This design comes from an exercise in tuning for small area on the open sky130 flow, not from production work. Function was checked by simulation only, so behaviour that the tests miss may differ from the original. Power figures rest on the tool's default switching activity, not on a simulated workload.

`flow/flow/run.sh`:
```
#!/bin/bash
# Layout: the standard flow (standard.sh, standard synthesis unchanged)
# with settings of its own, passed to ORFS through the environment:
#  - clock tree synthesis: no dummy loads, clkbuf_16 leaf buffers, small
#    root and tree buffers (the design has large timing slack)
#  - port buffering: every input and output port still gets a buffer, a buf_1
#  - power recovery after global routing (ORFS's RECOVER_POWER): gates off
#    the critical paths are downsized
# The make output goes to standard.log here; ORFS keeps its per-step logs
# under orfs/logs.
set -euo pipefail
export CTS_ARGS="-sink_clustering_enable -repair_clock_nets -dont_use_dummy_load -sink_clustering_size 30 -sink_clustering_max_diameter 100 -buf_list sky130_fd_sc_hd__clkbuf_16 -root_buf sky130_fd_sc_hd__clkbuf_2 -tree_buf sky130_fd_sc_hd__clkbuf_2"
export BUFFER_PORTS_ARGS="-buffer_cell sky130_fd_sc_hd__buf_1"
export RECOVER_POWER=100
bash standard.sh > standard.log 2>&1
```
`flow/design.v`:
```
module clkgen (clk, rst, tick, p0, p1, p2, p122, p126, p247);
    input clk, rst;
    output wire tick;
    output wire p0, p1, p2, p122, p126, p247;
    reg [7:0] ph;
    reg [6:0] ms;
    function [7:0] phnext;
        input [7:0] s;
        phnext = {s[6:0], s[7] ^ s[5] ^ s[4] ^ s[3]};
    endfunction
    function [6:0] msnext;
        input [6:0] s;
        msnext = {s[5:0], s[6] ^ s[5]};
    endfunction
    localparam [7:0] PH0 = 8'h01;
    localparam [6:0] MS0 = 7'h01;
    wire r100k = (ph == PH(249));
    assign tick = r100k && (ms == MS(49));
    assign p0 = (ph == PH(0));
    assign p1 = (ph == PH(1));
    assign p2 = (ph == PH(2));
    assign p122 = (ph == PH(122));
    assign p126 = (ph == PH(126));
    assign p247 = (ph == PH(247));
    always @(posedge clk or negedge rst)
    begin
        if(!rst) begin
            ph <= PH(125);
            ms <= MS0;
        end
        else begin
            ph <= r100k ? PH0 : phnext(ph);
            if(r100k)
                ms <= (ms == MS(99)) ? MS0 : msnext(ms);
        end
    end
    function [7:0] PH;
        input integer k;
        integer i;
        begin
            PH = PH0;
            for(i = 0; i < k; i = i + 1)
                PH = phnext(PH);
        end
    endfunction
    function [6:0] MS;
        input integer k;
        integer i;
        begin
            MS = MS0;
            for(i = 0; i < k; i = i + 1)
                MS = msnext(MS);
        end
    endfunction
endmodule
module siggen (clk, en, rst, npl, zero, runup, start, startRise, nrun, rdown);
    input clk, en, rst;
    input wire [2:0] npl;
    output reg zero;
    output reg runup;
    output reg start;
    output wire startRise;
    output wire [2:0] nrun;
    output wire rdown;       
    reg rd;
    reg [4:0] tmpct;      
    reg [2:0] nplDiv;
    wire idle = !start && !runup && !rd && !zero;
    wire last = (nplDiv == npl);
    function [4:0] tnext;
        input [4:0] s;
        tnext = {s[3:0], s[4] ^ s[2]};
    endfunction
    localparam [4:0] T0 = 5'h01;
    function [4:0] T;
        input integer k;
        integer i;
        begin
            T = T0;
            for(i = 0; i < k; i = i + 1)
                T = tnext(T);
        end
    endfunction
    assign startRise = en && idle;
    assign nrun = nplDiv;
    assign rdown = rd;
    always @(posedge clk or negedge rst)
    begin
        if(!rst) begin
            zero <= 1'b0;
            runup <= 1'b0;
            start <= 1'b0;
            rd <= 1'b0;
        end
        else if(en) begin
            start <= idle;
            runup <= (start || runup) && !last;
            rd <= (start || runup) && last;
            zero <= rd || (zero && tmpct != T(4));
        end
    end
    always @(posedge clk)
    begin
        if(en) begin
            if(idle) begin
                tmpct <= T0;
                nplDiv <= 3'd0;
            end
            else if(rd)
                tmpct <= T0;
            else if(tmpct == T(19)) begin
                tmpct <= T0;
                nplDiv <= nplDiv + 3'd1;
            end
            else
                tmpct <= tnext(tmpct);
        end
    end
endmodule
module pwmgen (clk, rst, enable, mode, p0, p2, p122, p126, p247, pwm, modest);
    input clk, rst, enable, mode;
    input wire p0, p2, p122, p126, p247;   
    output reg pwm;
    output reg modest;
    always @(posedge clk or negedge rst)
    begin
        if(!rst)
            pwm <= 1'b0;
        else if(enable) begin
            if(modest ? p2 : p122)
                pwm <= 1'b1;
            else if(modest ? p247 : p126)
                pwm <= 1'b0;
        end
    end
    always @(posedge clk)
    begin
        if(!enable || p0)
            modest <= mode;
    end
endmodule
module spi (
    stpwmNB,stpwmPA,stpwmPB,strundown,stN64,stP8,stN1,valid,sck,cs,miso,mosi,error,msclk,nplc,rst
);
    parameter W = 14;
    input wire [W-1:0] stpwmNB;
    input wire [W-1:0] stpwmPA;
    input wire [W-1:0] stpwmPB;
    input wire [11:0] strundown;
    input wire [7:0]  stN64;
    input wire [7:0]  stP8;
    input wire [7:0]  stN1;
    input wire valid;        
    input wire [2:0]  error;
    input wire sck;
    input wire cs;
    input wire msclk;
    input wire rst;
    output reg miso;
    output reg [2:0] nplc;
    input wire mosi;
    reg sck1,sck2, cs1, cs2;
    wire sckPosedge;
    wire csEdge;
    reg [2:0] status;
    reg [4:0] counter;
    reg [31:0] tmp;      
    parameter            IDLE   = 3'd0 ;
    parameter            NA   = 3'd1 ;
    parameter            NB  = 3'd2 ;
    parameter            PA  = 3'd3 ;
    parameter            PB  = 3'd4 ;
    parameter            RD  = 3'd5 ;
    parameter            OTHER  = 3'd6 ;
    assign sckPosedge = sck1 && !sck2;
    assign csEdge = !cs1 && cs2;
    wire isNA = (status == NA);
    wire wend = (counter == 5'd31);
    wire selNB = wend && isNA && valid;
    wire selPA = wend && (status == NB) && valid;
    wire selPB = wend && (status == PA) && valid;
    wire selE  = wend && (status == PB);
    wire selRD = selE && valid;
    wire selOT = wend && (status == RD) && valid;
    wire [31:0] nextw = ({32{selNB}} & {{(32-W){1'b0}}, stpwmNB})
                      | ({32{selPA}} & {{(32-W){1'b0}}, stpwmPA})
                      | ({32{selPB}} & {{(32-W){1'b0}}, stpwmPB})
                      | ({32{selE}}  & {1'b0, error, 28'b0})
                      | ({32{selRD}} & {4'b0, strundown, stN64, stP8})
                      | ({32{selOT}} & {stN1, 24'b0});
    wire [31:0] shifted = {tmp[30:0], mosi && isNA} & {32{!(isNA && wend)}};
    always @(posedge msclk) begin
        if(sckPosedge)
            tmp <= shifted | nextw;
    end
    always @(posedge msclk) begin
        sck1 <= sck;
        sck2 <= sck1;
        cs1 <= cs;
        cs2 <= cs1;
        if(!rst) begin
            nplc <= 3'd2;
            counter <= 5'b0;
            status <= IDLE;
            miso <= 1'b0;
        end
        else begin
            if(cs) begin
                counter <= 5'b0;
                status <= IDLE;
                miso <= 1'b0;
            end
            else begin
                if(csEdge) begin
                    status <= NA;
                    miso <= 1'b0;
                end
                else if (sckPosedge) begin
                    counter <= counter + 5'b1;
                    miso <= isNA ? wend : tmp[31];
                    if(isNA && (counter == 5'd16) && tmp[15] && !tmp[10])
                        nplc <= tmp[2:0];
                    if(wend)
                        status <= (status == OTHER) ? NA : status + 3'd1;
                    if(status == IDLE) begin
                        counter <= 5'b0;
                        status <= NA;
                        miso <= 1'b0;
                    end
                end
            end
        end
    end
endmodule
module main (clk, rst, zeroLevel, mediaLevel, highLevel ,sp512, sn512, sn64, sp8, sn1, sinput, szero,sck,cs,miso,mosi);
    input clk, rst, zeroLevel, mediaLevel, highLevel;
    output wire sp512, sn512, sinput, szero;
    output reg sn64,sp8, sn1;
    input wire sck;
    input wire cs;
    output wire miso;
    input wire mosi;
    localparam W = 14;
    parameter            IDLE   = 3'd0 ;
    parameter            RUNUP   = 3'd1 ;
    parameter            RUNDOWN  = 3'd2 ;
    parameter            N64  = 3'd3 ;
    parameter            P8  = 3'd4 ;
    parameter            N1  = 3'd5 ;
    wire p0, p1, p2, p122, p126, p247;
    wire tick;
    reg [2:0] status;
    reg rundownreg;
    wire start;
    wire isrunup;
    wire runupw;
    wire modestN, modestP;
    wire rdown;
    reg [W-1:0] pwmNB, pwmPB;
    wire [2:0] nrun;
    reg [2:0] stNrun;
    reg [W-1:0] stpwmNB, stpwmPB;
    reg [11:0] strundown;
    reg [7:0]  stN64;
    reg [7:0]  stP8;
    reg [7:0]  stN1;
    reg [11:0] trundown;
    reg [7:0]  tN64;
    reg [7:0]  tP8;
    reg [7:0]  tN1;
    reg [2:0]  error;
    wire [2:0] nplc;
    wire sgrundown;
    wire startRise;
    reg [1:0] vcnt;
    wire valid = vcnt[1];
    wire [W-1:0] stpwmPA;
    function [W-1:0] tfun;
        input [2:0] n;
        integer i, j;
        reg [W-1:0] t;
        begin
            for(i = 0; i < W; i = i + 1) begin
                tfun[i] = 1'b0;
                for(j = 0; j < 8; j = j + 1) begin
                    t = j * 2000;
                    if(t[i] && n == j)
                        tfun[i] = 1'b1;
                end
            end
        end
    endfunction
    wire [W-1:0] nruns = tfun(stNrun);
    genvar gi;
    wire [W:0] brw;
    assign brw[0] = 1'b0;
    generate
        for(gi = 0; gi < W; gi = gi + 1) begin : sub
            assign stpwmPA[gi] = nruns[gi] ^ stpwmPB[gi] ^ brw[gi];
            assign brw[gi+1] = (!nruns[gi] && (stpwmPB[gi] || brw[gi])) || (stpwmPB[gi] && brw[gi]);
        end
    endgenerate
    assign isrunup = (status == RUNUP);
    assign sp512 = isrunup? runupw: rundownreg;
    assign sgrundown = rdown && (nrun != 3'd0);
    clkgen tb0(.clk(clk), .rst(rst), .tick(tick), .p0(p0), .p1(p1), .p2(p2), .p122(p122), .p126(p126), .p247(p247));
    siggen gen(.clk(clk),.en(tick),.rst(rst),.npl(nplc),.zero(szero),.runup(sinput),.start(start),.startRise(startRise),.nrun(nrun),.rdown(rdown));
    pwmgen pwmN(.clk(clk), .rst(rst), .enable(sinput), .mode(!mediaLevel), .p0(p0), .p2(p2), .p122(p122), .p126(p126), .p247(p247), .pwm(sn512), .modest(modestN));
    pwmgen pwmP(.clk(clk), .rst(rst), .enable(sinput), .mode(highLevel), .p0(p0), .p2(p2), .p122(p122), .p126(p126), .p247(p247), .pwm(runupw), .modest(modestP));
    spi aaa(.stpwmNB(stpwmNB), .stpwmPA(stpwmPA), .stpwmPB(stpwmPB), .strundown(strundown),
            .stN64(stN64), .stP8(stP8), .stN1(stN1), .valid(valid), .sck(sck), .cs(cs),.mosi(mosi), .miso(miso), .error(error), .nplc(nplc), .msclk(clk), .rst(rst));
    always @(posedge clk or negedge rst)
    begin
        if(!rst)
            vcnt <= 2'b0;
        else if(startRise)
            vcnt <= {vcnt[1] | vcnt[0], 1'b1};
    end
    wire pev = sinput && p1;
    always @(posedge clk)
    begin
        if(start) begin
            pwmNB <= {W{1'b0}};
            pwmPB <= {W{1'b0}};
        end
        else begin
            pwmNB <= pwmNB + (pev && modestN);
            pwmPB <= pwmPB + (pev && modestP);
        end
    end
    always @(posedge clk)
    begin
        if(startRise) begin
            stpwmNB <= pwmNB;
            stpwmPB <= pwmPB;
            stNrun <= nrun;
            strundown <= trundown;
            stN64 <= tN64;
            stP8 <= tP8;
            stN1 <= tN1;
        end
    end
    wire live = !szero;
    wire goRD     = live && (status == RUNUP) && sgrundown;
    wire rdCount  = live && (status == RUNDOWN) && zeroLevel && (trundown != 12'd4095);
    wire n64Enter = live && (status == RUNDOWN) && !zeroLevel;
    wire n64Count = live && (status == N64) && !zeroLevel && (trundown != 12'd255);
    wire p8Enter  = live && (status == N64) && zeroLevel;
    wire p8Count  = live && (status == P8) && zeroLevel && (trundown != 12'd255);
    wire n1Enter  = live && (status == P8) && !zeroLevel;
    wire n1Count  = live && (status == N1) && !zeroLevel && (trundown != 12'd255);
    always @(posedge clk)
    begin
        if(goRD) begin
            trundown <= 12'b1;
            tN64 <= 8'b0;
            tP8 <= 8'b0;
            tN1 <= 8'b0;
        end
        else begin
            trundown <= trundown + rdCount;
            tN64 <= tN64 + (n64Enter || n64Count);
            tP8 <= tP8 + (p8Enter || p8Count);
            tN1 <= tN1 + (n1Enter || n1Count);
        end
    end
    always @(posedge clk or negedge rst)
    begin
        if(!rst) begin
            status <= IDLE;
            sn64 <= 1'b0;
            sp8 <= 1'b0;
            sn1 <= 1'b0;
            rundownreg  <= 1'b1;
            error <= 3'b0;
        end
        else begin
            if(szero) begin
                sn1 <= 1'b0;
                sp8 <= 1'b0;
                sn64 <= 1'b0;
                rundownreg <= 1'b0;
                status <= IDLE;
            end
            else begin
                case(status)
                    IDLE:
                        if(start)
                            status <= RUNUP;
                    RUNUP:
                        if(sgrundown) begin
                            rundownreg  <= 1'b1;
                            if(zeroLevel) begin
                                error <= 3'd0;
                                status <= RUNDOWN;
                            end
                            else begin
                                error <= 3'd1;
                                status <= IDLE;
                            end
                        end
                    RUNDOWN:
                        if(zeroLevel) begin
                            if(trundown == 12'd4095) begin
                                error <= 3'd2;
                                status <= IDLE;
                            end
                        end
                        else begin
                            rundownreg  <= 1'b0;
                            status <= N64;
                            sn64 <= 1'b1;
                        end
                    N64:
                        if(!zeroLevel) begin
                            if(trundown == 12'd255) begin
                                error <= 3'd3;
                                status <= IDLE;
                            end
                        end
                        else begin
                            sn64  <= 1'b0;
                            status <= P8;
                            sp8 <= 1'b1;
                        end
                    P8:
                        if(zeroLevel) begin
                            if(trundown == 12'd255) begin
                                error <= 3'd4;
                                status <= IDLE;
                            end
                        end
                        else begin
                            sp8  <= 1'b0;
                            status <= N1;
                            sn1 <= 1'b1;
                        end
                    N1:
                        if(!zeroLevel) begin
                            if(trundown == 12'd255) begin
                                error <= 3'd5;
                                status <= IDLE;
                            end
                        end
                        else begin
                            sn1  <= 1'b0;
                            status <= IDLE;
                        end
                    default: ;
                endcase
            end
        end
    end
endmodule
```
`flow/config.mk`:
```
export PLATFORM = sky130hd
export DESIGN_NAME = main
export DESIGN_NICKNAME = main
export VERILOG_FILES = /design/flow/design.v
export SDC_FILE = /design/flow/constraint.sdc
export NUM_CORES = 4
export LEC_CHECK = 0
export CAP_MARGIN = 20
export CORE_MARGIN = 2
export CORE_UTILIZATION = 60
export SLEW_MARGIN = 20
```
`flow/standard.sh`:
```
#!/bin/bash
# synth_recipe.tcl (not shown) runs the flow's synth.tcl, then flattens the netlist and writes it again
# the make line also repeats each setting of config.mk as NAME=value (left out here)
make -C /OpenROAD-flow-scripts/flow DESIGN_CONFIG=/design/flow/config.mk WORK_HOME=/design/flow/orfs CLKGATE_MAP_FILE= SYNTH_SCRIPT=/design/flow/synth_recipe.tcl "${@:-finish}"
```
`flow/constraint.sdc`:
```
create_clock -name core_clock -period 10.0 [get_ports {clk}]
set_input_delay 2.0000 -clock core_clock [delete_from_list [all_inputs] [get_ports {clk}]]
set_output_delay 2.0000 -clock core_clock [all_outputs]
set_load 0.01 [all_outputs]
```
==> results.toml, run 1 <==
[synth]
synth_area_leaders = "edfxtp_1, dfxtp_1, dfrtp_1"
synth_edf_count = 109
synth.most_common_cell = "edfxtp_1"
yosysUniqueCellTypes = 67
seq_area_frac_synth_pct = 60.0
avgSynthCellArea_sq_um = 11.6
synth_top_area_share_pct = 34.4
syn_inst = 818
synthesis.nets = 856
yosysTopAreaCell = "edfxtp_1"
synth-async-reset-ratio_pct = 14.9
synth-seq-cells = 222
synth_common_cells = "edfxtp_1, nor2_1, dfxtp_1, nand2_1, inv_1"
synthFlopType = "edfxtp_1"
yosysWarnings = 5
syn_area_sq_mm = 0.00951

[cts]
cts.repair.resized = 0
clockBufferDepth = 3
post_cts_buffers = 0
clockRootBuffer = "clkbuf_2"
tritoncts = "yes"
clkLatencyLatePin_ns = 0.70
clkTransAtPathRegs_ns = 0.11
htree_levels = 1
holdBufCountCts = 0
cts_sinks = 222
numCtsBuffers = 11

[global_routing]
antenna_found_initial = 0
grt_overflow = 0
grt_pass1_vias = 5436
grt_pass1_wl_mm = 28.0
gr-usage-all-layers_pct = 21.0
grt_max_degree = 68

[finish]
drive_gt1_share_pct = 3.80
fin_nets = 856
synthToLayoutAreaGrowth_pct = 4.14
n_antenna_cell = 0

[run]
cap_viol_max_count = 2

[placement]
io_buffers = 15
gp_congestion = 0.844
hpwl_mm = 11.8
pre_cts_slack_ns = 5.22

[drt]
drtIter0Drc = 566
detail-route-antenna-nets = 0
viasPerCell = 5.81
wl_per_cell_microns = 16.9
dr_total_vias = 5991
drt-pass1-iter-count = 6
routed_wl_mm = 17.4
drc = 0

[floorplanning]
die_h_microns = 130
coreArea_sq_mm = 0.0157
die_x_microns = 130
initial_core_util_pct = 60.5
ios = 16
dieArea_sq_mm = 0.0169
num_rows = 46

[sta]
fin_tns_setup_ns = 0
maxSlewViolCount = 88
min_period_ns = 5.88
slew_headroom_pct = -152
setup_viol = 0
fmax_mhz = 170
fin_crit_sh_pct = 58.8
finalHoldViolations = 0
skew_ns = 0.0471
tightest_slew_ns = 3.78
worst_slack_ns = 4.12
grt_setup_unrepaired = "no"

[power_and_ir_drop]
p_leak_nw = 3.77
irDropWorstVdd_uv = 113
power_density_mw_per_mm2 = 168

[critical_path]
r2r_cells = 7
worstSetupEndpointType = "register"
crit_fanout = 67
cp-start-kind = "register"
r2r-end = "strundown[11]"
cp-endpoint = "strundown[11]"
worstSetupStartpoint = "tb0.ph[1]"
worstSetupPathType = "register to register"
ff2ff_setup_slack_ns = 4.12
cp.arrival_ns = 6.06
r2r-start = "tb0.ph[1]"
critPathRequiredTime_ns = 10.18

[min_path]
hp-start = "aaa.cs1"
min_path_type = "register to register"

[run_status]
status = "failed layout checks"
so_faults = "capacitance limit, slew limit"
[worst max-delay path, cell delays in order (launching register included)]
cell        delay [ns]
dfrtp_1           0.44
or4b_1            0.58
nor4_1            0.89
nand3_4           0.18
clkinvlp_2        0.36
nand2_1           0.17
clkinv_1          0.08
clkbuf_1          2.65
[report_power, final]
part / switching, mW / leakage (nW) / internal, mW
Combinational: 0.0881 / 1.54 / 0.0818
Sequential: 0.0687 / 2.12 / 1.02
Clock: 0.258 / 0.111 / 0.150
[sequential cells by signal, indices dropped and copies added, names as in the netlist, 7 cells and up]
signal / flops
tb0.ms: 7
stpwmPB: 14
pwmPB: 14
tP8: 8
trundown: 12
stpwmNB: 14
stN1: 8
stP8: 8
tN1: 8
pwmNB: 14
stN64: 8
strundown: 12
aaa.tmp: 32
tb0.ph: 8
tN64: 8
[cells by family after synthesis]
group,count (synthesis),share of synthesized area (%)
xor gates and xnor gates,64,5.89
and+or+nand+nor,300,16.2
DFF,222,60.0
adders and majority gates,31,4.76
AOI/OAI and AO/OA,114,8.66
buffers and inverters,77,3.32
muxes,10,1.13
[metal layers]
layer  wire [microns]  track usage (%)  vias up
met5                0                0        -
met4              347             5.31        0
met3              624             2.21       19
met2             7990             32.8      130
met1             8470             31.7     2926
li1                 -                -     2916
[layout make-up]
class,instances,area (sq um)
clock buffer,11,215
timing repair buffer,22,90.1
multi-input combinational,519,3460
sequential,222,5710
fill,1278,5810
tap,216,270
inverter,42,159
[layout by cell type (no fill, tap or decap), types with 4 or more instances in the layout]
cell type | netlist | layout
a21oi_1 | 20 | 20
a222oi_1 | 20 | 20
a22o_1 | 14 | 14
a22oi_1 | 11 | 11
a31oi_1 | 5 | 5
and2_0 | 0 | 6
and3_1 | 16 | 16
buf_1 | 1 | 13
clkbuf_1 | 28 | 7
clkbuf_16 | 0 | 8
dfrtp_1 | 28 | 28
dfstp_2 | 5 | 4
dfxtp_1 | 80 | 80
edfxtp_1 | 109 | 109
fa_1 | 9 | 9
ha_1 | 21 | 21
inv_1 | 41 | 40
mux2_2 | 6 | 5
mux2i_1 | 4 | 4
nand2_1 | 64 | 64
nand2b_1 | 9 | 9
nand3_1 | 39 | 39
nand4_1 | 13 | 13
nor2_1 | 86 | 86
nor2b_1 | 17 | 17
nor3_1 | 12 | 13
nor4_1 | 2 | 4
nor4b_1 | 4 | 4
o211ai_1 | 7 | 7
o21ai_0 | 22 | 22
or3_1 | 6 | 6
xnor2_1 | 30 | 30
xor2_1 | 34 | 34
[how the worst min path moves through the flow]
stage / to / cells after the start
after global routing: aaa.cs2 / 0
after CTS: aaa.cs2 / 0
after detailed placement: aaa.cs2 / 0
after floorplan: aaa.cs2 / 0
final: aaa.cs2 / 0
after global placement: aaa.cs2 / 0
[through the flow]
step,area [sq um],total power [mW],instances,hold WS [ns],utilization [%]
after floorplan,9510,1.22,818,0.323,-
after global routing,9900,1.75,1032,0.366,63.0
final,9900,1.66,1032,0.355,63.0
after detailed placement,9730,1.27,1018,0.335,61.9
after CTS,9950,1.68,1029,0.359,63.3
after global placement,9730,1.26,1018,0.333,61.9
==> run 2, diff against run 1 <==
--- a/flow/flow/run.sh
+++ b/flow/flow/run.sh
@@ -5,6 +5,4 @@
 #    root and tree buffers (the design has large timing slack)
 #  - port buffering: every input and output port still gets a buffer, a buf_1
-#  - power recovery after global routing (ORFS's RECOVER_POWER): gates off
-#    the critical paths are downsized
 # The make output goes to standard.log here; ORFS keeps its per-step logs
 # under orfs/logs.
@@ -12,4 +10,3 @@
 export CTS_ARGS="-sink_clustering_enable -repair_clock_nets -dont_use_dummy_load -sink_clustering_size 30 -sink_clustering_max_diameter 100 -buf_list sky130_fd_sc_hd__clkbuf_16 -root_buf sky130_fd_sc_hd__clkbuf_2 -tree_buf sky130_fd_sc_hd__clkbuf_2"
 export BUFFER_PORTS_ARGS="-buffer_cell sky130_fd_sc_hd__buf_1"
-export RECOVER_POWER=100
 bash standard.sh > standard.log 2>&1
==> results.toml, run 2 <==
[floorplanning]
num_rows = 46
ios = 16
die_h_microns = 130
die_x_microns = 130
initial_core_util_pct = 60.5
dieArea_sq_mm = 0.0169
coreArea_sq_mm = 0.0157

[finish]
n_antenna_cell = 0
drive_gt1_share_pct = 5.88
largest_register_ffs = 32
top_register = "aaa.tmp"
fill_cells = 1263
synthToLayoutAreaGrowth_pct = 5.26
final_cell_mix = "edfxtp_1, nor2_1, dfxtp_1, nand2_1, inv_1"
final_common_cell = "edfxtp_1"
multi_input_area_sq_mm = 0.00350
regArea_sq_mm = 0.00571
fin_nets = 856

[sta]
tightest_slew_ns = 1.04
maxSlewViolCount = 0
fin_tns_setup_ns = 0
fin_crit_sh_pct = 47.3
min_period_ns = 4.73
grt_setup_unrepaired = "no"
setup_viol = 0
skew_ns = 0.0481
fmax_mhz = 211
slew_headroom_pct = 30.1
finalHoldViolations = 0
worst_slack_ns = 5.27

[critical_path]
crit_fanout = 2
worstSetupPathType = "register to register"
slowest_delay_ns = 0.41
critPathRequiredTime_ns = 10.45
cp-start-kind = "register"
worstSetupEndpointType = "register"
worstSetupStartpoint = "stpwmPB[1]"
cp.arrival_ns = 5.18
crit_path_top_delay_cell = "fa_1"
r2r-start = "stpwmPB[1]"
cp_cell_sequence = "inv_1, ha_1, ha_1, ha_1, inv_1, fa_1, inv_1, fa_1, inv_1, fa_1, inv_1, fa_1, inv_1, fa_1, inv_1, fa_1, inv_1, fa_1, fa_1, inv_1, fa_1, a22oi_1, nand2_1"

[power_and_ir_drop]
p_int_mw = 1.25
p_sw_share_pct = 24.9
irDropWorstVdd_uv = 113
pwr-share-clk_pct = 24.5
p_seq_share_pct = 65.1
p_leak_nw = 3.83
p_switching_uw = 413
p_comb_share_pct = 10.4
power_density_mw_per_mm2 = 166

[placement]
hpwl_mm = 11.8
pre_cts_slack_ns = 5.22
gp_congestion = 0.844
io_buffers = 15

[synth]
synth_common_cells = "edfxtp_1, nor2_1, dfxtp_1, nand2_1, inv_1"
syn_inst = 818
yosysWarnings = 5
synth_edf_count = 109
synthesis.nets = 856
synth-seq-cells = 222
synth_top_area_share_pct = 34.4
avgSynthCellArea_sq_um = 11.6
seq_area_frac_synth_pct = 60.0
synthFlopType = "edfxtp_1"
yosysUniqueCellTypes = 67
yosysTopAreaCell = "edfxtp_1"
synth.most_common_cell = "edfxtp_1"
synth_area_leaders = "edfxtp_1, dfxtp_1, dfrtp_1"
syn_area_sq_mm = 0.00951
synth-async-reset-ratio_pct = 14.9

[cts]
clockBufferDepth = 3
holdBufCountCts = 0
tritoncts = "yes"
cts_sinks = 222
clkTransAtPathRegs_ns = 0.11
htree_levels = 1
clockRootBuffer = "clkbuf_2"
numCtsBuffers = 11
post_cts_buffers = 0
cts.repair.resized = 0
clkLatencyLatePin_ns = 0.69

[drt]
detail-route-antenna-nets = 0
drc = 0
routed_wl_mm = 17.4
dr_total_vias = 6004
viasPerCell = 5.82
drtIter0Drc = 559
drt-pass1-iter-count = 5
wl_per_cell_microns = 16.8

[global_routing]
grt_max_degree = 68
gr-usage-all-layers_pct = 21.0
grt_pass1_vias = 5436
antenna_found_initial = 0
grt_pass1_wl_mm = 28.0
grt_overflow = 0

[run_status]
status = "no timing/DRC/antenna violations"

[min_path]
hp-start = "aaa.cs1"
min_path_type = "register to register"

[run]
cap_viol_max_count = 0
-- run 2: final cells by class --
class / count / share of cell area (%)
sequential: 222 / 57.0
clock buffer: 11 / 2.15
tap: 216 / 2.70
inverter: 42 / 1.63
multi-input combinational: 519 / 35.0
timing repair buffer: 22 / 1.50
-- run 2: worst paths after layout --
path / end / depth (start not counted) / slack (ns)
min in group asynchronous: vcnt[0] / 1 / 1.30
max in group asynchronous: tb0.ms[0] / 2 / 8.11
min reg2reg: aaa.cs2 / 0 / 0.35
min: aaa.cs2 / 0 / 0.35
max reg2reg: aaa.tmp[12] / 23 / 5.27
max: aaa.tmp[12] / 23 / 5.27
-- run 2: cells by family (layout without fill, tap and decap cells) --
logic type               count (synthesis)  in the layout  synth area share, %
AO/OA/AOI/OAI                          114            114                 8.66
XOR/XNOR                                64             64                 5.89
adder cells (fa/ha/maj)                 31             31                 4.76
buffers and inverters                   77             75                 3.32
flip-flops                             222            222                 60.0
multiplexers                            10             10                 1.13
AND/OR/NAND/NOR                        300            300                 16.2
-- run 2: power groups by stage --
stage	Clock [mW]	Combinational, mW	Sequential (mW)
6_report	0.407	0.173	1.08
2_1_floorplan	0	0.150	1.07
3_5_place_dp	0	0.169	1.10
4_1_cts	0.422	0.171	1.08
5_1_grt	0.454	0.201	1.09
3_3_place_gp	0	0.163	1.10
-- run 2: per-stage QoR --
stage / hold WS, ns / power (mW) / area (sq um) / util, % / instances
6_report: 0.355 / 1.66 / 10000 / 63.7 / 1032
5_1_grt: 0.366 / 1.75 / 10000 / 63.7 / 1032
2_1_floorplan: 0.323 / 1.22 / 9510 / - / 818
3_3_place_gp: 0.333 / 1.26 / 9730 / 61.9 / 1018
4_1_cts: 0.359 / 1.68 / 9950 / 63.3 / 1029
3_5_place_dp: 0.335 / 1.27 / 9730 / 61.9 / 1018
-- run 2: per-layer routing --
layer | up-vias | track usage (%) | wire, microns | part of all wire (%)
li1 | 2916 | - | - | -
met1 | 2913 | 31.7 | 8330 | 48
met2 | 156 | 32.8 | 7970 | 46
met3 | 19 | 2.21 | 727 | 4.2
met4 | 0 | 5.31 | 347 | 2.0
met5 | - | 0 | 0 | 0
-- run 2: worst max-delay path: cells and delay by family, from the launching register on --
kind | cells | cell delay (ns)
AO/OA/AOI/OAI | 1 | 0.16
flip-flops | 1 | 0.40
buffers and inverters | 9 | 0.59
adder cells (fa/ha/maj) | 12 | 3.30
AND/OR/NAND/NOR | 1 | 0.07
==> run 3, diff against run 2 <==
--- a/flow/design.v
+++ b/flow/design.v
@@ -222,5 +222,12 @@
                         nplc <= tmp[2:0];
                     if(wend)
-                        status <= (status == OTHER) ? NA : status + 3'd1;
+                        case(status)
+                            NA: status <= NB;
+                            NB: status <= PA;
+                            PA: status <= PB;
+                            PB: status <= RD;
+                            RD: status <= OTHER;
+                            default: status <= NA;
+                        endcase
                     if(status == IDLE) begin
                         counter <= 5'b0;
==> results.toml, run 3 <==
[cts]
tritoncts = "yes"
clockBufferDepth = 3
cts_sinks = 222
htree_levels = 1
numCtsBuffers = 11
clkLatencyLatePin_ns = 0.67
post_cts_buffers = 0
clkTransAtPathRegs_ns = 0.11
clockRootBuffer = "clkbuf_2"
holdBufCountCts = 0
cts.repair.resized = 0

[finish]
top_register = "aaa.tmp"
largest_register_ffs = 32
final_cell_mix = "edfxtp_1, dfxtp_1, nor2_1, nand2_1"
drive_gt1_share_pct = 6.27
synthToLayoutAreaGrowth_pct = 4.83
fin_nets = 853
final_common_cell = "edfxtp_1"

[floorplanning]
ios = 16
dieArea_sq_mm = 0.0168
die_h_microns = 130
num_rows = 45
die_x_microns = 130
coreArea_sq_mm = 0.0153
initial_core_util_pct = 61.9

[sta]
maxSlewViolCount = 0
fin_tns_setup_ns = 0
fmax_mhz = 211
min_period_ns = 4.74
setup_viol = 0
finalHoldViolations = 0
skew_ns = 0.0443
tightest_slew_ns = 1.06
slew_headroom_pct = 29.5
fin_crit_sh_pct = 47.4
grt_setup_unrepaired = "no"

[critical_path]
crit_fanout = 2
critPathRequiredTime_ns = 10.41
worstSetupEndpointType = "register"
worstSetupPathType = "register to register"
worstSetupStartpoint = "stpwmPB[1]"
ff2ff_setup_slack_ns = 5.26
r2r-end = "aaa.tmp[13]"
cp-start-kind = "register"
r2r-start = "stpwmPB[1]"
r2r_cells = 22
cp-endpoint = "aaa.tmp[13]"
cp.arrival_ns = 5.15

[global_routing]
antenna_found_initial = 1
grt_max_degree = 68
grt_overflow = 0
grt_pass1_vias = 5646
gr-usage-all-layers_pct = 21.2
grt_pass1_wl_mm = 28.5

[drt]
wl_met2_mm = 8.02
routed_wl_mm = 17.1
drt-pass1-iter-count = 5
viasPerCell = 5.83
wl_met1_mm = 8.21
drc = 0
drtIter0Drc = 427
wl_met3_microns = 673
top_layer = "met4"
detail-route-antenna-nets = 0
dr_total_vias = 5980
wl_per_cell_microns = 16.7

[power_and_ir_drop]
p_total_mw = 1.39
irDropWorstVdd_uv = 114
p_leak_nw = 3.79
power_density_mw_per_mm2 = 140

[placement]
io_buffers = 15
hpwl_mm = 11.8
gp_congestion = 0.852

[synth]
seq_area_frac_synth_pct = 60.2
avgSynthCellArea_sq_um = 11.6
syn_area_sq_mm = 0.00948
synth_edf_count = 109
synth-async-reset-ratio_pct = 14.9
synth_top_area_share_pct = 34.5
yosysUniqueCellTypes = 57
synth.most_common_cell = "edfxtp_1"
synth-seq-cells = 222
yosysWarnings = 5
synth_area_leaders = "edfxtp_1, dfxtp_1, dfrtp_1"
synthFlopType = "edfxtp_1"
synth_common_cells = "edfxtp_1, dfxtp_1, nor2_1, nand2_1, inv_1"
syn_inst = 816
synthesis.nets = 853
yosysTopAreaCell = "edfxtp_1"

[run]
cap_viol_max_count = 0

[run_status]
status = "no timing/DRC/antenna violations"

[min_path]
min_path_type = "register to register"
run 3: changes by cell type after synthesis, sizes merged, moves of 5 or more:
cell,previous run,this run
o211ai,7,2
o21ai,22,30
nor3b,3,11
a222oi,20,8
a21oi,20,26
nand3,40,35
xnor2,30,24
nor2,86,78
a22oi,11,26
nand2,64,57
mux2,6,13
run 3: critical path, cell delays in order (launching register included):
cell and delay [ns]:
edfxtp_1 0.41, inv_1 0.07, ha_1 0.14, ha_1 0.15
ha_1 0.14, inv_1 0.05, fa_1 0.37, inv_1 0.09
fa_1 0.16, inv_1 0.05, fa_1 0.41, fa_1 0.45
fa_1 0.41, inv_1 0.08, fa_1 0.20, fa_1 0.20
fa_1 0.17, inv_1 0.05, fa_1 0.39, xor2_1 0.17
nor2_1 0.11, xnor2_1 0.12, o21ai_0 0.08
run 3: final cells by class:
class                   count  area [sq um]
flip-flops and latches    222          5710
repair buffers             24           125
fillers                  1216          5380
clock buffers              11           215
inverters                  37           139
well taps                 211           264
multi-input cells         520          3490
diodes                      1          2.50
run 3: kinds of logic (layout without fill, tap and decap cells):
kind of cell	Yosys count	in the layout	synth area share, %
other cells	0	1	0
compound gates	124	124	8.85
xor+xnor	60	60	5.54
simple gates	287	287	15.4
flops	222	222	60.2
fa+ha+maj	29	29	4.54
buf+inv	74	72	3.19
mux	20	20	2.28
run 3: metal layers:
metal	up-vias	global-route usage, %
met5	-	0
met2	107	34.4
met3	21	2.54
met1	2955	31.5
li1	2897	-
met4	0	4.17
run 3: worst min-delay path by stage:
stage,start,to,slack [ns],cells past startpoint
2_1_floorplan,aaa.cs1,aaa.cs2,0.32,0
3_3_place_gp,aaa.cs1,aaa.cs2,0.33,0
3_5_place_dp,aaa.cs1,aaa.cs2,0.33,0
4_1_cts,aaa.cs1,aaa.cs2,0.36,0
5_1_grt,aaa.cs1,aaa.cs2,0.36,0
6_report,aaa.cs1,aaa.cs2,0.35,0
run 3: power breakdown:
part	internal [mW]	switching, mW	total (mW)	leakage (nW)
logic	0.00786	0.0137	0.0216	1.62
registers	0.956	0.00295	0.959	2.06
clock network	0.150	0.259	0.409	0.111
run 3: metrics by stage:
stage | util, % | area [sq um] | hold WS, ns | setup WS (ns) | cells
floorplan | - | 9480 | 0.323 | 5.49 | 816
global placement | 63.4 | 9710 | 0.328 | 5.30 | 1013
detailed placement | 63.4 | 9710 | 0.333 | 5.26 | 1013
CTS | 64.8 | 9930 | 0.356 | 5.22 | 1024
global route | 64.9 | 9940 | 0.362 | 4.87 | 1026
finish | 64.9 | 9940 | 0.354 | 5.26 | 1026
==> run 4, diff against run 3 <==
==> flow/run.sh (new file) <==
#!/bin/bash
# synth_recipe.tcl (not shown) runs the flow's synth.tcl, then flattens the netlist and writes it again
# the make line also repeats each setting of config.mk as NAME=value (left out here)
make -C /OpenROAD-flow-scripts/flow DESIGN_CONFIG=/design/flow/config.mk WORK_HOME=/design/flow/orfs CLKGATE_MAP_FILE= SYNTH_SCRIPT=/design/flow/synth_recipe.tcl finish
--- a/flow/config.mk
+++ b/flow/config.mk
@@ -9,3 +9,6 @@
 export CORE_MARGIN = 2
 export CORE_UTILIZATION = 60
+export CTS_BUF_LIST = sky130_fd_sc_hd__clkbuf_16
+export CTS_CLUSTER_DIAMETER = 100
+export CTS_CLUSTER_SIZE = 30
 export SLEW_MARGIN = 20
removed: flow/flow/run.sh
removed: flow/standard.sh
==> results.toml, run 4 <==
[finish]
fill_cells = 1187
final_cell_mix = "edfxtp_1, dfxtp_1, nor2_1, nand2_1, inv_1"
largest_register_ffs = 32
final_common_cell = "edfxtp_1"
fin_nets = 850
drive_gt1_share_pct = 6.24
top_register = "aaa.tmp"
synthToLayoutAreaGrowth_pct = 6.55
n_antenna_cell = 0

[placement]
io_buffers = 15
pre_cts_slack_ns = 5.19
hpwl_mm = 12.0
gp_congestion = 0.852

[cts]
numCtsBuffers = 11
htree_levels = 1
clkLatencyLatePin_ns = 0.47
post_cts_buffers = 0
tritoncts = "yes"
clkTransAtPathRegs_ns = 0.11
clockBufferDepth = 3
cts.repair.resized = 0
holdBufCountCts = 0
clockRootBuffer = "clkbuf_16"
cts_sinks = 222

[critical_path]
ff2ff_setup_slack_ns = 5.20
cp.arrival_ns = 5.01
slowest_delay_ns = 0.44
crit_path_top_delay_cell = "fa_1"
cp-start-kind = "register"
critPathRequiredTime_ns = 10.22
worstSetupPathType = "register to register"
cp_common_cell = "fa_1"
crit_fanout = 2
worstSetupEndpointType = "register"
cp_cell_sequence = "inv_1, ha_1, ha_1, ha_1, inv_1, fa_1, inv_1, fa_1, inv_1, fa_1, fa_1, fa_1, inv_1, fa_1, fa_1, fa_1, inv_1, fa_1, xor2_1, nor2_1, xnor2_1, o21ai_0"

[drt]
drtIter0Drc = 483
detail-route-antenna-nets = 0
wl_per_cell_microns = 17.1
viasPerCell = 5.76
routed_wl_mm = 17.5
drt-pass1-iter-count = 5
dr_total_vias = 5923
drc = 0

[sta]
fin_tns_setup_ns = 0
slew_headroom_pct = 23.9
maxSlewViolCount = 0
tightest_slew_ns = 1.14
fin_crit_sh_pct = 48.0
fmax_mhz = 209
finalHoldViolations = 0
setup_viol = 0
worst_slack_ns = 5.20
grt_setup_unrepaired = "no"
skew_ns = 0.0243
min_period_ns = 4.80

[synth]
synth.most_common_cell = "edfxtp_1"
yosysWarnings = 5
yosysUniqueCellTypes = 57
synth-async-reset-ratio_pct = 14.9
syn_area_sq_mm = 0.00948
synth_edf_count = 109
yosysTopAreaCell = "edfxtp_1"
synthesis.nets = 853
synthFlopType = "edfxtp_1"
synth_common_cells = "edfxtp_1, dfxtp_1, nor2_1, nand2_1, inv_1"
syn_inst = 816
synth_top_area_share_pct = 34.5
seq_area_frac_synth_pct = 60.2
synth-seq-cells = 222
synth_area_leaders = "edfxtp_1, dfxtp_1, dfrtp_1"
avgSynthCellArea_sq_um = 11.6

[global_routing]
grt_max_degree = 68
gr-usage-all-layers_pct = 21.5
grt_pass1_wl_mm = 28.8
grt_overflow = 0
grt_pass1_vias = 5690
antenna_found_initial = 0

[floorplanning]
die_h_microns = 130
num_rows = 45
initial_core_util_pct = 61.9
ios = 16
dieArea_sq_mm = 0.0168
die_x_microns = 130
coreArea_sq_mm = 0.0153

[power_and_ir_drop]
irDropWorstVdd_uv = 110
p_leak_nw = 3.86
power_density_mw_per_mm2 = 145

[min_path]
min_path_type = "register to register"

[run]
cap_viol_max_count = 0

[run_status]
status = "no timing/DRC/antenna violations"
run 4: cell counts after synthesis:
Identical to the previous run, type by type.
run 4: area by class of cell:
cell class / instances / area (sq um) / area share, %
Clock buffer: 11 / 275 / 2.72
Clock inverter: 6 / 38.8 / 0.384
Inverter: 37 / 139 / 1.37
Multi-Input combinational cell: 520 / 3490 / 34.5
Sequential cell: 222 / 5710 / 56.5
Tap cell: 211 / 264 / 2.61
Timing Repair Buffer: 21 / 190 / 1.88
run 4: worst paths after layout:
path                               end        from  depth (start not counted)
hold / removal                 aaa.cs2     aaa.cs1                          0
max in group asynchronous    tb0.ms[0]         rst                          2
min in group asynchronous     pwmN.pwm         rst                          2
hold reg to reg                aaa.cs2     aaa.cs1                          0
setup reg to reg           aaa.tmp[13]  stpwmPB[0]                         22
setup / recovery           aaa.tmp[13]  stpwmPB[0]                         22
run 4: through the flow:
| stage | total power, mW | cell area (sq um) | utilization [%] | std cells | hold WS, ns |
|---|---|---|---|---|---|
| 2_1_floorplan | 0.991 | 9480 | - | 816 | 0.323 |
| 3_3_place_gp | 1.00 | 9790 | 63.9 | 1011 | 0.329 |
| 3_5_place_dp | 1.00 | 9790 | 63.9 | 1011 | 0.345 |
| 4_1_cts | 1.48 | 10100 | 66.0 | 1028 | 0.364 |
| 5_1_grt | 1.51 | 10100 | 66.0 | 1028 | 0.367 |
| 6_report | 1.46 | 10100 | 66.0 | 1028 | 0.359 |
run 4: where the power goes:
group / internal (mW) / switching [mW] / total, mW
clock: 0.206 / 0.275 / 0.481
combinational: 0.00919 / 0.0124 / 0.0216
sequential: 0.956 / 0.00451 / 0.960
total: 1.17 / 0.291 / 1.46
run 4: worst max-delay path: cells and delay by family, from the launching register on:
| family | cells | cell delay (ns) |
|---|---|---|
| xor gates and xnor gates | 2 | 0.30 |
| buffers and inverters | 6 | 0.42 |
| AOI/OAI and AO/OA | 1 | 0.08 |
| DFF | 1 | 0.42 |
| and+or+nand+nor | 1 | 0.13 |
| adders and majority gates | 12 | 3.19 |
run 4: cells by family (layout without fill, tap and decap cells):
logic type | Yosys count | in the layout | synth area share (%)
XOR/XNOR | 60 | 60 | 5.54
buffers and inverters | 74 | 75 | 3.19
flip-flops | 222 | 222 | 60.2
multiplexers | 20 | 20 | 2.28
adder cells (fa/ha/maj) | 29 | 29 | 4.54
AND/OR/NAND/NOR | 287 | 287 | 15.4
AO/OA/AOI/OAI | 124 | 124 | 8.85
run 4: routing by layer:
layer	up-vias	track usage (%)	wire, microns
met5	-	0	0
met4	0	4.93	250
met3	20	2.99	865
met2	130	35.3	8280
met1	2881	30.7	8140
li1	2892	-	-
==> run 5, diff against run 4 <==
--- a/flow/design.v
+++ b/flow/design.v
@@ -249,13 +249,11 @@
     input wire mosi;
     localparam W = 14;
-    parameter            IDLE   = 3'd0 ;
-    parameter            RUNUP   = 3'd1 ;
-    parameter            RUNDOWN  = 3'd2 ;
-    parameter            N64  = 3'd3 ;
-    parameter            P8  = 3'd4 ;
-    parameter            N1  = 3'd5 ;
     wire p0, p1, p2, p122, p126, p247;
     wire tick;
-    reg [2:0] status;
+    reg ru, act;
+    wire sRD  = act && rundownreg;
+    wire sN64 = act && sn64;
+    wire sP8  = act && sp8;
+    wire sN1  = act && sn1;
     reg rundownreg;
     wire start;
@@ -308,5 +306,5 @@
         end
     endgenerate
-    assign isrunup = (status == RUNUP);
+    assign isrunup = ru;
     assign sp512 = isrunup? runupw: rundownreg;
     assign sgrundown = rdown && (nrun != 3'd0);
@@ -349,12 +347,12 @@
     end
     wire live = !szero;
-    wire goRD     = live && (status == RUNUP) && sgrundown;
-    wire rdCount  = live && (status == RUNDOWN) && zeroLevel && (trundown != 12'd4095);
-    wire n64Enter = live && (status == RUNDOWN) && !zeroLevel;
-    wire n64Count = live && (status == N64) && !zeroLevel && (trundown != 12'd255);
-    wire p8Enter  = live && (status == N64) && zeroLevel;
-    wire p8Count  = live && (status == P8) && zeroLevel && (trundown != 12'd255);
-    wire n1Enter  = live && (status == P8) && !zeroLevel;
-    wire n1Count  = live && (status == N1) && !zeroLevel && (trundown != 12'd255);
+    wire goRD     = live && ru && sgrundown;
+    wire rdCount  = live && sRD && zeroLevel && (trundown != 12'd4095);
+    wire n64Enter = live && sRD && !zeroLevel;
+    wire n64Count = live && sN64 && !zeroLevel && (trundown != 12'd255);
+    wire p8Enter  = live && sN64 && zeroLevel;
+    wire p8Count  = live && sP8 && zeroLevel && (trundown != 12'd255);
+    wire n1Enter  = live && sP8 && !zeroLevel;
+    wire n1Count  = live && sN1 && !zeroLevel && (trundown != 12'd255);
     always @(posedge clk)
     begin
@@ -375,5 +373,6 @@
     begin
         if(!rst) begin
-            status <= IDLE;
+            ru <= 1'b0;
+            act <= 1'b0;
             sn64 <= 1'b0;
             sp8 <= 1'b0;
@@ -382,78 +381,68 @@
             error <= 3'b0;
         end
+        else if(szero) begin
+            sn1 <= 1'b0;
+            sp8 <= 1'b0;
+            sn64 <= 1'b0;
+            rundownreg <= 1'b0;
+            ru <= 1'b0;
+            act <= 1'b0;
+        end
         else begin
-            if(szero) begin
-                sn1 <= 1'b0;
-                sp8 <= 1'b0;
-                sn64 <= 1'b0;
-                rundownreg <= 1'b0;
-                status <= IDLE;
-            end
-            else begin
-                case(status)
-                    IDLE:
-                        if(start)
-                            status <= RUNUP;
-                    RUNUP:
-                        if(sgrundown) begin
-                            rundownreg  <= 1'b1;
-                            if(zeroLevel) begin
-                                error <= 3'd0;
-                                status <= RUNDOWN;
-                            end
-                            else begin
-                                error <= 3'd1;
-                                status <= IDLE;
-                            end
-                        end
-                    RUNDOWN:
-                        if(zeroLevel) begin
-                            if(trundown == 12'd4095) begin
-                                error <= 3'd2;
-                                status <= IDLE;
-                            end
-                        end
-                        else begin
-                            rundownreg  <= 1'b0;
-                            status <= N64;
-                            sn64 <= 1'b1;
-                        end
-                    N64:
-                        if(!zeroLevel) begin
-                            if(trundown == 12'd255) begin
-                                error <= 3'd3;
-                                status <= IDLE;
-                            end
-                        end
-                        else begin
-                            sn64  <= 1'b0;
-                            status <= P8;
-                            sp8 <= 1'b1;
-                        end
-                    P8:
-                        if(zeroLevel) begin
-                            if(trundown == 12'd255) begin
-                                error <= 3'd4;
-                                status <= IDLE;
-                            end
-                        end
-                        else begin
-                            sp8  <= 1'b0;
-                            status <= N1;
-                            sn1 <= 1'b1;
-                        end
-                    N1:
-                        if(!zeroLevel) begin
-                            if(trundown == 12'd255) begin
-                                error <= 3'd5;
-                                status <= IDLE;
-                            end
-                        end
-                        else begin
-                            sn1  <= 1'b0;
-                            status <= IDLE;
-                        end
-                    default: ;
-                endcase
+            if(!ru && !act && start)
+                ru <= 1'b1;
+            if(ru && sgrundown) begin
+                ru <= 1'b0;
+                rundownreg  <= 1'b1;
+                act <= zeroLevel;
+                error <= zeroLevel ? 3'd0 : 3'd1;
+            end
+            if(sRD) begin
+                if(zeroLevel) begin
+                    if(trundown == 12'd4095) begin
+                        error <= 3'd2;
+                        act <= 1'b0;
+                    end
+                end
+                else begin
+                    rundownreg  <= 1'b0;
+                    sn64 <= 1'b1;
+                end
+            end
+            if(sN64) begin
+                if(!zeroLevel) begin
+                    if(trundown == 12'd255) begin
+                        error <= 3'd3;
+                        act <= 1'b0;
+                    end
+                end
+                else begin
+                    sn64  <= 1'b0;
+                    sp8 <= 1'b1;
+                end
+            end
+            if(sP8) begin
+                if(zeroLevel) begin
+                    if(trundown == 12'd255) begin
+                        error <= 3'd4;
+                        act <= 1'b0;
+                    end
+                end
+                else begin
+                    sp8  <= 1'b0;
+                    sn1 <= 1'b1;
+                end
+            end
+            if(sN1) begin
+                if(!zeroLevel) begin
+                    if(trundown == 12'd255) begin
+                        error <= 3'd5;
+                        act <= 1'b0;
+                    end
+                end
+                else begin
+                    sn1  <= 1'b0;
+                    act <= 1'b0;
+                end
             end
         end
==> flow/flow/run.sh (new file) <==
#!/bin/bash
# Layout: the standard flow (standard.sh, standard synthesis unchanged)
# with settings of its own, passed to ORFS through the environment:
#  - clock tree synthesis: no dummy loads, clkbuf_16 leaf buffers, small
#    root and tree buffers (the design has large timing slack)
#  - port buffering: every input and output port still gets a buffer, a buf_1
# The make output goes to standard.log here; ORFS keeps its per-step logs
# under orfs/logs.
set -euo pipefail
export CTS_ARGS="-sink_clustering_enable -repair_clock_nets -dont_use_dummy_load -sink_clustering_size 30 -sink_clustering_max_diameter 100 -buf_list sky130_fd_sc_hd__clkbuf_16 -root_buf sky130_fd_sc_hd__clkbuf_2 -tree_buf sky130_fd_sc_hd__clkbuf_2"
export BUFFER_PORTS_ARGS="-buffer_cell sky130_fd_sc_hd__buf_1"
bash standard.sh > standard.log 2>&1
==> flow/standard.sh (new file) <==
#!/bin/bash
# synth_recipe.tcl (not shown) runs the flow's synth.tcl, then flattens the netlist and writes it again
# the make line also repeats each setting of config.mk as NAME=value (left out here)
make -C /OpenROAD-flow-scripts/flow DESIGN_CONFIG=/design/flow/config.mk WORK_HOME=/design/flow/orfs CLKGATE_MAP_FILE= SYNTH_SCRIPT=/design/flow/synth_recipe.tcl "${@:-finish}"
--- a/flow/config.mk
+++ b/flow/config.mk
@@ -9,6 +9,3 @@
 export CORE_MARGIN = 2
 export CORE_UTILIZATION = 60
-export CTS_BUF_LIST = sky130_fd_sc_hd__clkbuf_16
-export CTS_CLUSTER_DIAMETER = 100
-export CTS_CLUSTER_SIZE = 30
 export SLEW_MARGIN = 20
removed: flow/run.sh
==> results.toml, run 5 <==
[run_status]
status = "no timing/DRC/antenna violations"

[sta]
fmax_mhz = 192
grt_setup_unrepaired = "no"
fin_tns_setup_ns = 0
fin_crit_sh_pct = 52.1
tightest_slew_ns = 0.903
slew_headroom_pct = 39.8
setup_viol = 0
min_period_ns = 5.21
finalHoldViolations = 0
maxSlewViolCount = 0
skew_ns = 0.0386

[cts]
post_cts_buffers = 0
cts.repair.resized = 0
cts_sinks = 221
clkTransAtPathRegs_ns = 0.12
htree_levels = 1
holdBufCountCts = 0
clockBufferDepth = 3
numCtsBuffers = 11
clkLatencyLatePin_ns = 0.65
clockRootBuffer = "clkbuf_2"
tritoncts = "yes"

[synth]
synth_edf_count = 109
yosysWarnings = 5
synth_xor_area_share_pct = 5.01
synth_common_cells = "edfxtp_1, dfxtp_1, nor2_1, nand2_1, nand3_1"
synth_compound_gate_area_share_pct = 10.0
synth-seq-cells = 221
syn_area_sq_mm = 0.00944
synth_area_leaders = "edfxtp_1, dfxtp_1, dfrtp_1"
synth-async-reset-ratio_pct = 14.5
synth_top_area_share_pct = 34.7
synthMuxAreaShare_pct = 0.927
yosysUniqueCellTypes = 69
synth_fa_ha_area_share_pct = 4.56
synthesis.nets = 845
synth.most_common_cell = "edfxtp_1"
synthFlopType = "edfxtp_1"
synth-simple-area-share_pct = 16.1
synth_top_family_by_area = "simple AND/OR/NAND/NOR gates"
syn_inst = 808
yosysTopAreaCell = "edfxtp_1"
avgSynthCellArea_sq_um = 11.7
seq_area_frac_synth_pct = 60.2

[floorplanning]
dieArea_sq_mm = 0.0168
die_h_microns = 129
ios = 16
coreArea_sq_mm = 0.0153
initial_core_util_pct = 61.7
die_x_microns = 129
num_rows = 45

[power_and_ir_drop]
irDropWorstVdd_uv = 104
p_leak_nw = 3.60
power_density_mw_per_mm2 = 139

[global_routing]
gr-usage-all-layers_pct = 22.0
grt_pass1_vias = 5640
antenna_found_initial = 1
grt_pass1_wl_mm = 29.1
grt_overflow = 0
grt_max_degree = 68

[finish]
synthToLayoutAreaGrowth_pct = 4.74
final_common_cell = "edfxtp_1"
final_cell_mix = "edfxtp_1, dfxtp_1, nor2_1, nand2_1, nand3_1"
top_register = "aaa.tmp"
largest_register_ffs = 32
fill_cells = 1248
final_core_util_pct = 64.6
postLayoutCellArea_sq_mm = 0.00989
fin_nets = 840
drive_gt1_share_pct = 5.49

[run]
cap_viol_max_count = 0

[critical_path]
ff2ff_setup_slack_ns = 4.79
worstSetupPathType = "register to register"
cp-start-kind = "register"
cp_cell_sequence = "inv_1, ha_1, ha_1, ha_1, inv_1, fa_1, inv_1, fa_1, inv_1, fa_1, fa_1, fa_1, fa_1, fa_1, fa_1, inv_1, fa_1, a22oi_1, nand3_1"
cp_common_cell = "fa_1"
crit_path_top_delay_cell = "fa_1"
worstSetupEndpointType = "register"
slowest_delay_ns = 0.43
critPathRequiredTime_ns = 10.41
cp.arrival_ns = 5.61
crit_fanout = 2

[drt]
viasPerCell = 5.99
drt-pass1-iter-count = 6
drc = 0
detail-route-antenna-nets = 0
wl_per_cell_microns = 17.7
drtIter0Drc = 492
routed_wl_mm = 17.9
dr_total_vias = 6070

[min_path]
min_path_type = "register to register"

[placement]
hpwl_mm = 12.3
dpl-instance-area_sq_mm = 0.00967
io_buffers = 15
gp_congestion = 0.855
==> run 5: changes by cell type in the layout (fill, tap and decap cells not counted), moves of 9 or more <==
cell | before | now
buf_1 | 0 | 14
clkdlybuf4s50_1 | 14 | 0
nand3_1 | 35 | 48
nor2_1 | 77 | 68
o21ai_0 | 30 | 21
==> run 5: final timing paths <==
check / to / depth (start not counted) / start
setup / recovery: aaa.tmp[12] / 19 / stpwmPB[1]
hold / removal: aaa.sck2 / 0 / aaa.sck1
setup reg to reg: aaa.tmp[12] / 19 / stpwmPB[1]
hold reg to reg: aaa.sck2 / 0 / aaa.sck1
max in group asynchronous: tb0.ph[0] / 2 / rst
min in group asynchronous: sn64 / 2 / rst
==> run 5: final cells by class <==
class | instances | area (sq um) | area share, %
well taps | 211 | 264 | 2.67
diodes | 1 | 2.50 | 0.0253
multi-input cells | 510 | 3480 | 35.2
inverters | 37 | 139 | 1.40
flip-flops and latches | 221 | 5680 | 57.4
repair buffers | 22 | 110 | 1.11
clock buffers | 11 | 215 | 2.18
==> run 5: worst max-delay path, delay by kind of cell, from the launching register on <==
kind / cells / cell delay [ns]
adder cells (fa/ha/maj): 12 / 3.93
flip-flops: 1 / 0.40
buffers and inverters: 5 / 0.34
AO/OA/AOI/OAI: 1 / 0.17
AND/OR/NAND/NOR: 1 / 0.12
==> run 5: cell families (layout without fill, tap and decap cells) <==
group,Yosys count,after routing
and+or+nand+nor,287,287
DFF,221,221
AOI/OAI and AO/OA,132,132
buffers and inverters,77,70
xor gates and xnor gates,54,54
adders and majority gates,29,29
muxes,8,8
other,0,1
==> run 5: power by group <==
part           total [mW]  switching, mW  leakage (nW)  internal, mW
registers           0.956        0.00399          2.02         0.952
logic              0.0198         0.0128          1.47       0.00704
clock network       0.403          0.253         0.111         0.150
total                1.38          0.270          3.60          1.11
==> run 5: routing by layer <==
metal	wire, microns	share of wire (%)	global-route usage [%]
met5	0	0	0
met4	285	1.6	4.62
met1	8460	47	33.4
met3	824	4.6	2.31
met2	8330	47	34.9
==> run 5: stage by stage <==
step	power (mW)	hold slack, ns	setup WS [ns]	std cells
after floorplan	0.987	0.323	5.04	808
after global placement	0.996	0.333	4.90	1001
after detailed placement	0.997	0.341	4.80	1001
after CTS	1.39	0.339	4.78	1012
after global routing	1.43	0.356	4.47	1013
final	1.38	0.336	4.79	1013
==> run 6, diff against run 5 <==
--- a/flow/design.v
+++ b/flow/design.v
@@ -1,5 +1,6 @@
-module clkgen (clk, rst, tick, p0, p1, p2, p122, p126, p247);
+module clkgen (clk, rst, tick, ft, p0, p1, p2, p122, p126, p247);
     input clk, rst;
     output wire tick;
+    output wire ft;      
     output wire p0, p1, p2, p122, p126, p247;
     reg [7:0] ph;
@@ -18,4 +19,5 @@
     assign tick = r100k && (ms == MS(49));
     assign p0 = (ph == PH(0));
+    assign ft = p0 && (ms == MS(50));
     assign p1 = (ph == PH(1));
     assign p2 = (ph == PH(2));
@@ -251,5 +253,7 @@
     wire p0, p1, p2, p122, p126, p247;
     wire tick;
-    reg ru, act;
+    wire ft;
+    wire ru;
+    reg act;
     wire sRD  = act && rundownreg;
     wire sN64 = act && sn64;
@@ -306,8 +310,10 @@
         end
     endgenerate
+    assign ru = (start && !ft) || sinput || (rdown && (ft || nrun == 3'd0))
+              || (szero && ft && nrun == 3'd0);
     assign isrunup = ru;
     assign sp512 = isrunup? runupw: rundownreg;
     assign sgrundown = rdown && (nrun != 3'd0);
-    clkgen tb0(.clk(clk), .rst(rst), .tick(tick), .p0(p0), .p1(p1), .p2(p2), .p122(p122), .p126(p126), .p247(p247));
+    clkgen tb0(.clk(clk), .rst(rst), .tick(tick), .ft(ft), .p0(p0), .p1(p1), .p2(p2), .p122(p122), .p126(p126), .p247(p247));
     siggen gen(.clk(clk),.en(tick),.rst(rst),.npl(nplc),.zero(szero),.runup(sinput),.start(start),.startRise(startRise),.nrun(nrun),.rdown(rdown));
     pwmgen pwmN(.clk(clk), .rst(rst), .enable(sinput), .mode(!mediaLevel), .p0(p0), .p2(p2), .p122(p122), .p126(p126), .p247(p247), .pwm(sn512), .modest(modestN));
@@ -373,5 +379,4 @@
     begin
         if(!rst) begin
-            ru <= 1'b0;
             act <= 1'b0;
             sn64 <= 1'b0;
@@ -386,12 +391,8 @@
             sn64 <= 1'b0;
             rundownreg <= 1'b0;
-            ru <= 1'b0;
             act <= 1'b0;
         end
         else begin
-            if(!ru && !act && start)
-                ru <= 1'b1;
             if(ru && sgrundown) begin
-                ru <= 1'b0;
                 rundownreg  <= 1'b1;
                 act <= zeroLevel;
==> results.toml, run 6 <==
[critical_path]
ff2ff_setup_slack_ns = 4.66
critPathRequiredTime_ns = 10.37
worstSetupEndpointType = "register"
r2r_cells = 19
r2r-end = "aaa.tmp[12]"
crit_fanout = 2
cp.arrival_ns = 5.71
r2r-start = "stpwmPB[0]"
worstSetupPathType = "register to register"
cp-start-kind = "register"

[finish]
top_register = "aaa.tmp"
multi_input_area_sq_mm = 0.00341
final_core_util_pct = 64.3
fin_nets = 818
regArea_sq_mm = 0.00566
drive_gt1_share_pct = 5.39
postLayoutCellArea_sq_mm = 0.00974
fill_cells = 1176
largest_register_ffs = 32
final_common_cell = "edfxtp_1"
synthToLayoutAreaGrowth_pct = 4.90
instances_no_fill = 968
final_cell_mix = "edfxtp_1, dfxtp_1, nor2_1, nand2_1, xor2_1"

[floorplanning]
initial_core_util_pct = 61.3
die_x_microns = 128
num_rows = 45
coreArea_sq_mm = 0.0151
die_h_microns = 128
ios = 16
dieArea_sq_mm = 0.0165

[global_routing]
grt_pass1_wl_mm = 29.0
grt_max_degree = 51
grt_overflow = 0
antenna_found_initial = 1
gr-usage-all-layers_pct = 21.8
grt_pass1_vias = 5714

[sta]
grt_setup_unrepaired = "no"
maxSlewViolCount = 0
fin_crit_sh_pct = 53.4
finalHoldViolations = 0
min_period_ns = 5.34
skew_ns = 0.0748
tightest_slew_ns = 1.01
setup_viol = 0
fin_tns_setup_ns = 0
fmax_mhz = 187
slew_headroom_pct = 32.5

[placement]
io_buffers = 15
hpwl_mm = 11.9
place_inst = 955
gp_congestion = 0.820
dpl-instance-area_sq_mm = 0.00950

[power_and_ir_drop]
p_leak_nw = 3.65
power_density_mw_per_mm2 = 141
p_total_mw = 1.37
irDropWorstVdd_uv = 127

[synth]
synth-async-reset-ratio_pct = 14.1
synth-simple-area-share_pct = 15.4
syn_area_sq_mm = 0.00929
yosysTopAreaCell = "edfxtp_1"
synth_area_leaders = "edfxtp_1, dfxtp_1, dfrtp_1"
synthFlopType = "edfxtp_1"
synth.most_common_cell = "edfxtp_1"
synthMuxAreaShare_pct = 1.47
synth_xor_area_share_pct = 5.85
synthesis.nets = 820
synth_top_family_by_area = "simple AND/OR/NAND/NOR gates"
synth_fa_ha_area_share_pct = 4.63
synth_top_area_share_pct = 35.2
syn_inst = 783
synth_edf_count = 109
avgSynthCellArea_sq_um = 11.9
seq_area_frac_synth_pct = 60.9
yosysUniqueCellTypes = 59
yosysWarnings = 5
synth-seq-cells = 220
synth_compound_gate_area_share_pct = 9.00
synth_common_cells = "edfxtp_1, dfxtp_1, nor2_1, nand2_1, xor2_1"

[cts]
cts_sinks = 220
cts.repair.resized = 0
clkTransAtPathRegs_ns = 0.11
clockRootBuffer = "clkbuf_2"
post_cts_buffers = 0
tritoncts = "yes"
clockBufferDepth = 3
holdBufCountCts = 0
clkLatencyLatePin_ns = 0.66
htree_levels = 1
numCtsBuffers = 11

[min_path]
min_path_type = "register to register"
hold_depth = 0
holdPathEnd = "aaa.cs2"
hp-start = "aaa.cs1"

[drt]
routed_wl_mm = 17.3
detail-route-antenna-nets = 0
viasPerCell = 6.02
wl_per_cell_microns = 17.8
dr_total_vias = 5830
drtIter0Drc = 457
drt-pass1-iter-count = 7
drc = 0

[run]
cap_viol_max_count = 0

[run_status]
status = "no timing/DRC/antenna violations"
-- run 6: changes by cell type in the layout (fill, tap and decap cells not counted), moves of 7 or more --
cell / before / now
inv_1: 37 / 30
nor3_1: 16 / 8
nand2b_1: 4 / 12
nand3_1: 48 / 32
a22oi_1: 23 / 13
nor2_1: 68 / 76
xor2_1: 29 / 40
o211ai_1: 9 / 0
-- run 6: cells by family after synthesis --
| logic type | count (synthesis) |
|---|---|
| AOI/OAI and AO/OA | 116 |
| muxes | 13 |
| DFF | 220 |
| adders and majority gates | 29 |
| xor gates and xnor gates | 62 |
| and+or+nand+nor | 277 |
| buffers and inverters | 66 |
-- run 6: cell type report --
class                           instances  share of cell area [%]
Tap cell                              188                    2.41
Timing Repair Buffer                   20                    1.05
Antenna cell                            1                  0.0257
Sequential cell                       220                    58.1
Multi-Input combinational cell        497                    35.0
Inverter                               31                    1.19
Clock buffer                           11                    2.21
-- run 6: worst max path at each step --
stage	from	endpoint	slack (ns)	depth (start not counted)
2_1_floorplan	stpwmPB[1]	aaa.tmp[12]	4.91	19
3_3_place_gp	stpwmPB[0]	aaa.tmp[12]	4.75	19
3_5_place_dp	stpwmPB[0]	aaa.tmp[12]	4.64	19
4_1_cts	stpwmPB[0]	aaa.tmp[12]	4.64	19
5_1_grt	stpwmPB[0]	aaa.tmp[12]	4.37	19
6_report	stpwmPB[0]	aaa.tmp[12]	4.66	19
-- run 6: layer usage --
layer	GRT usage, %	up-vias	wire length, microns
li1	-	2795	-
met1	31.0	2900	8020
met2	36.4	111	8300
met3	2.54	24	626
met4	5.11	0	309
met5	0	-	0
-- run 6: critical path, cell delays in order, from the launching register on --
cell and delay, ns:
edfxtp_1 0.42, inv_1 0.07, ha_1 0.14, ha_1 0.15, ha_1 0.14, inv_1 0.05, fa_1 0.38, inv_1 0.09
fa_1 0.17, inv_1 0.05, fa_1 0.41, fa_1 0.43, fa_1 0.43, fa_1 0.43, fa_1 0.43, fa_1 0.40
inv_1 0.08, fa_1 0.42, a222oi_1 0.32, nand2_1 0.09
-- run 6: report_power, final --
group          switching [mW]  leakage (nW)  internal, mW
registers             0.00347          2.01         0.948
logic                  0.0111          1.54       0.00699
clock network           0.251         0.111         0.149
total                   0.266          3.65          1.10
-- run 6: stage by stage --
stage | setup WS [ns] | hold slack, ns
floorplan | 4.91 | 0.323
global placement | 4.75 | 0.326
detailed placement | 4.64 | 0.337
CTS | 4.64 | 0.359
global route | 4.37 | 0.362
finish | 4.66 | 0.357

-- afterwards: timing with drivers on the ports --
Ports are ideal in the flow. The routed layouts listed here were re-timed in OpenROAD.
Step 1 (the two cells are an assumption about what drives the block):
set clk [get_ports {clk}]
set_driving_cell -lib_cell sky130_fd_sc_hd__clkbuf_16 $clk
set_driving_cell -lib_cell sky130_fd_sc_hd__buf_2 [delete_from_list [all_inputs] $clk]
Step 2 also shifts input and output timing later by t, the mid clock arrival at the registers, as if the neighbouring blocks saw the same clock.
a / b / c = ideal / step 1 / step 2; a / b = the first two.
| run | t, ns | setup WS [ns] | worst hold slack (ns) | worst setup path after step 2 |
|---|---|---|---|---|
| run 1 | 0.714 | 4.120 / 4.120 / 4.120 | 0.355 / 0.355 / 0.355 | register to register |
| run 2 | 0.703 | 5.269 / 5.269 / 5.269 | 0.355 / 0.355 / 0.355 | register to register |
| run 3 | 0.680 | 5.258 / 5.258 / 5.258 | 0.354 / 0.354 / 0.354 | register to register |
| run 4 | 0.495 | 5.204 / 5.204 / 5.204 | 0.359 / 0.359 / 0.359 | register to register |
| run 5 | 0.663 | 4.791 / 4.791 / 4.791 | 0.336 / 0.336 / 0.336 | register to register |
| run 6 | 0.663 | 4.661 / 4.661 / 4.661 | 0.357 / 0.357 / 0.357 | register to register |
